This design comes from an exercise in tuning for small area on the open sky130 flow, not from production work. The RTL was checked by simulation tests, not by an equivalence proof against the original design.

middle:
// digitalCalc
module digitalCalc(
input clk, rst,
input [8:0] in,
output reg [3:0] digitSelect,
output [7:0] out,
output signed [14:0] result
);
==> module breakDigits, before the edit <==
module breakDigits(
input [14:0] num,
input [1:0] sel,
output [3:0] digit
);
wire neg = num[14];
wire [6:0] nlow = ~num[6:0] + 7'd1;
wire [13:0] mag = neg ? {7'd0, nlow} : num[13:0];
function [13:0] base100(input [13:0] n);    
    reg [6:0] h, l;
    integer i;
    begin
        h = 7'd0;
        l = 7'd0;
        for (i = 13; i >= 0; i = i - 1) begin
            if (l >= 7'd50) l = l + 7'd14;
            {h, l} = {h[5:0], l, n[i]};
        end
        base100 = {h, l};
    end
endfunction
function [3:0] add3(input [3:0] x);
    case (x)
    4'd5: add3 = 4'd8; 4'd6: add3 = 4'd9; 4'd7: add3 = 4'd10; 4'd8: add3 = 4'd11; 4'd9: add3 = 4'd12;
    default: add3 = x;
    endcase
endfunction
function [7:0] bcd7(input [6:0] x);    
    integer i;
    begin
        bcd7 = 8'd0;
        for (i = 6; i >= 0; i = i - 1) begin
            bcd7[3:0] = add3(bcd7[3:0]);
            bcd7[7:4] = add3(bcd7[7:4]);
            bcd7 = {bcd7[6:0], x[i]};
        end
    end
endfunction
wire [13:0] hl = base100(mag);
wire [7:0] two = bcd7(sel[1] ? hl[13:7] : hl[6:0]);
assign digit = (sel == 2'd3 && neg) ? 4'd10 : sel[0] ? two[7:4] : two[3:0];
endmodule
==> flow/config.mk <==
export PLATFORM = sky130hd
export DESIGN_NAME = digitalCalc
export DESIGN_NICKNAME = digitalCalc
export VERILOG_FILES = /design/flow/design.v
export SDC_FILE = /design/flow/constraint.sdc
export NUM_CORES = 4
export LEC_CHECK = 0
export ABC_AREA = 1
export CAP_MARGIN = 0
export CORE_MARGIN = 2
export CORE_UTILIZATION = 40
export GPL_TIMING_DRIVEN = 0
export PLACE_DENSITY = 0.6
export SLEW_MARGIN = 0
==> flow/constraint.sdc <==
create_clock -name core_clock -period 30.0 [get_ports {clk}]
set_input_delay 6.0000 -clock core_clock [delete_from_list [all_inputs] [get_ports {clk}]]
set_output_delay 6.0000 -clock core_clock [all_outputs]
set_load 0.01 [all_outputs]
standard.sh (not shown) runs the stock make flow with config.mk's settings and CLKGATE_MAP_FILE= SYNTH_SCRIPT=/design/flow/synth_recipe.tcl, a recipe that flattens the netlist after the stock synthesis.
==> flow/flow/run.sh <==
#!/bin/bash
# Own layout flow:
#  2. the same synthesis without Yosys's early "abc -fast" pass, kept only if its registers
#     (names and cell types) are exactly the standard synthesis's;
#  3. the combinational logic between the registers re-mapped by ABC for area (registers,
#     their names and cell types untouched);
#  4. the standard layout from floorplan to finish, with small port buffers and a clock
#     tree of small buffers.
# Each tool's output goes to a log file in this folder.
set -euo pipefail
W=$PWD
R=$W/orfs/results/$FLOW_PLATFORM/digitalCalc/base
L=$W/orfs/logs/$FLOW_PLATFORM/digitalCalc/base
LIB=$FLOW_HOME/platforms/$FLOW_PLATFORM/lib/sky130_fd_sc_hd__tt_025C_1v80.lib
YOSYS=${YOSYS_EXE:-$FLOW_HOME/../tools/install/yosys/bin/yosys}
[ -x "$YOSYS" ] || YOSYS=$(command -v yosys)
regs() { grep -E "^\s*sky130_fd_sc_hd__(df|dl|sdf|edf)" "$1" | awk '{print $1, $2}' | sort; }

# 1. standard synthesis
bash standard.sh synth > $W/log_synth_standard.txt 2>&1
cp $R/1_2_yosys.v $W/synth_standard.v
cp $L/1_2_yosys.log $W/log_yosys_standard.txt
regs $W/synth_standard.v > $W/regs_standard.txt

# 2. the same without the early abc pass
START=$W/synth_standard.v
if bash standard.sh clean_synth > $W/log_synth_noabc.txt 2>&1 &&
   SYNTH_ARGS=-noabc bash standard.sh synth >> $W/log_synth_noabc.txt 2>&1; then
    cp $R/1_2_yosys.v $W/synth_noabc.v
    regs $W/synth_noabc.v > $W/regs_noabc.txt
    if cmp -s $W/regs_standard.txt $W/regs_noabc.txt; then
        START=$W/synth_noabc.v
    fi
fi
echo "start netlist: $START" > $W/log_start.txt

# 3. re-map the combinational logic for area. Four chains run in parallel (two from each start
#    netlist); each chain runs ABC round after round (deep synthesis with a new seed, then area
#    mapping) on its best netlist so far and keeps a round's result only if it is smaller. The
#    smallest result whose registers match the standard synthesis's is kept.
python3 $W/flow/libfuncs.py $LIB $W/comb_cells.v > $W/log_libfuncs.txt 2>&1
DONTUSE=$(grep -o -- "-dont_use [A-Za-z0-9_]*" $W/log_yosys_standard.txt | sort -u | tr '\n' ' ')
ROUNDS=${REOPT_ROUNDS:-3}
round() {  # round IN OUT SEED TAG
    local k
    : > $W/area_$4.abc
    for k in 1 2 3; do
        printf 'strash\n&get -n\n&deepsyn -T 30 -S %s\n&nf -R 1000\n&put\n' $(( $3 * 10 + k )) >> $W/area_$4.abc
    done
    cat > $W/reopt_$4.ys <<YS
read_verilog $W/comb_cells.v
read_liberty -lib -ignore_redef $LIB
read_verilog $1
hierarchy -top $FLOW_TOP
flatten -noscopeinfo
rename -hide w:* i:* o:* %u %d
techmap
opt -purge
abc -script $W/area_$4.abc -liberty $LIB $DONTUSE
opt_clean -purge
setundef -zero
hilomap -singleton -hicell sky130_fd_sc_hd__conb_1 HI -locell sky130_fd_sc_hd__conb_1 LO
insbuf -buf sky130_fd_sc_hd__buf_1 A X
opt_clean -purge
tee -q -o $W/area_$4.txt stat -liberty $LIB
write_verilog -noattr -noexpr -nohex -nodec $2
YS
    $YOSYS -s $W/reopt_$4.ys > $W/log_reopt_$4.txt 2>&1 || return 1
    regs $2 | cmp -s $W/regs_standard.txt - || return 1
    grep "Chip area" $W/area_$4.txt | awk '{print $NF}'
}
chain() {  # chain NAME START SEEDBASE
    local best=$2 besta=1e99 k a
    for k in $(seq 1 $ROUNDS); do
        if a=$(round $best $W/try_$1_$k.v $(( $3 + k )) $1_$k); then
            echo "$1 round $k: $a" >> $W/log_chain_$1.txt
            if python3 -c "import sys; sys.exit(0 if $a < $besta else 1)"; then best=$W/try_$1_$k.v; besta=$a; fi
        fi
    done
    echo "$besta $best" > $W/best_$1.txt
}
chain a $START 100 &
chain b $START 200 &
chain c $W/synth_standard.v 300 &
chain d $W/synth_standard.v 400 &
wait
sort -g $W/best_?.txt > $W/log_best.txt
BEST=$(head -1 $W/log_best.txt | awk '{print $2}')
echo "best: $(head -1 $W/log_best.txt)" >> $W/log_start.txt
cp $BEST $W/synth_area.v
cp $W/synth_area.v $R/1_2_yosys.v
rm -f $R/1_synth.odb $R/1_synth.sdc

# 4. standard layout from the re-mapped netlist
export BUFFER_PORTS_ARGS="-buffer_cell sky130_fd_sc_hd__buf_1"
export CTS_ARGS="$(cat $W/flow/cts_args.txt)"
bash standard.sh > $W/log_layout.txt 2>&1
Other scripts of this flow, unchanged in this note and not shown: flow/flow/cts_args.txt, flow/flow/libfuncs.py
--- input diff middle..north ---
==> flow/design.v, changed modules only <==
module breakDigits(
input [14:0] num,
input [1:0] sel,
output [3:0] digit
);
wire neg = num[14];
wire [6:0] nlow = ~num[6:0] + 7'd1;
wire [13:0] mag = neg ? {7'd0, nlow} : num[13:0];
function [3:0] add3(input [3:0] x);
    begin
        add3[3] = x[3] | x[2] & (x[1] | x[0]);
        add3[2] = x[2] & ~x[1] & ~x[0] | x[3] & x[0];
        add3[1] = ~x[2] & x[1] | x[2] & x[1] & x[0] | x[3] & ~x[0];
        add3[0] = ~x[3] & ~x[2] & x[0] | x[2] & x[1] & ~x[0] | x[3] & ~x[0];
    end
endfunction
function [15:0] bcd(input [13:0] n);
    integer i, j;
    begin
        bcd = 16'd0;
        for (i = 13; i >= 0; i = i - 1) begin
            for (j = 0; j < 4; j = j + 1)
                bcd[4*j +: 4] = add3(bcd[4*j +: 4]);
            bcd = {bcd[14:0], n[i]};
        end
    end
endfunction
wire [15:0] d = bcd(mag);
assign digit = (sel == 2'd3 && neg) ? 4'd10 : d[4*sel +: 4];
endmodule
Results
Compared with middle, north shows die area that has gone up by a few percent. north vs. middle: die span in y went up by 2.8 um. In north, the pre-CTS setup slack came out 3.10 ns above the value in middle. Number of buffers and inverters on the critical path: north vs middle down 1. For the post-synthesis instance total, north came in 34 higher than middle did.

==> re-timing with driven ports <==
Ports are ideal in the flow. The routed layouts listed here were re-timed in OpenROAD.
Step 1 (the two cells are an assumption about what drives the block):
set clk [get_ports {clk}]
set_driving_cell -lib_cell sky130_fd_sc_hd__clkbuf_16 $clk
set_driving_cell -lib_cell sky130_fd_sc_hd__buf_2 [delete_from_list [all_inputs] $clk]
Step 2 moves the port delays by t, midway between the first and last clock arrival at a register: inputs arrive t later, outputs are due t later. That takes back most of the time a late clock gives input paths.
Three values: no drivers, after step 1, after step 2; two values: the first two.
| run | t, ns | slack for setup (ns) | worst setup path at the end | slew at the worst register clock pin (ns) | worst slew at a driven data input, ns |
|---|---|---|---|---|---|
| middle | 0.428 | 9.721 / 9.691 / 10.120 | register to output | 0.11 / 0.11 | 0.03 |
| north | 0.443 | 13.254 / 13.254 / 13.254 | register to register | 0.12 / 0.12 | 0.03 |
After both steps every run listed still meets setup and hold.
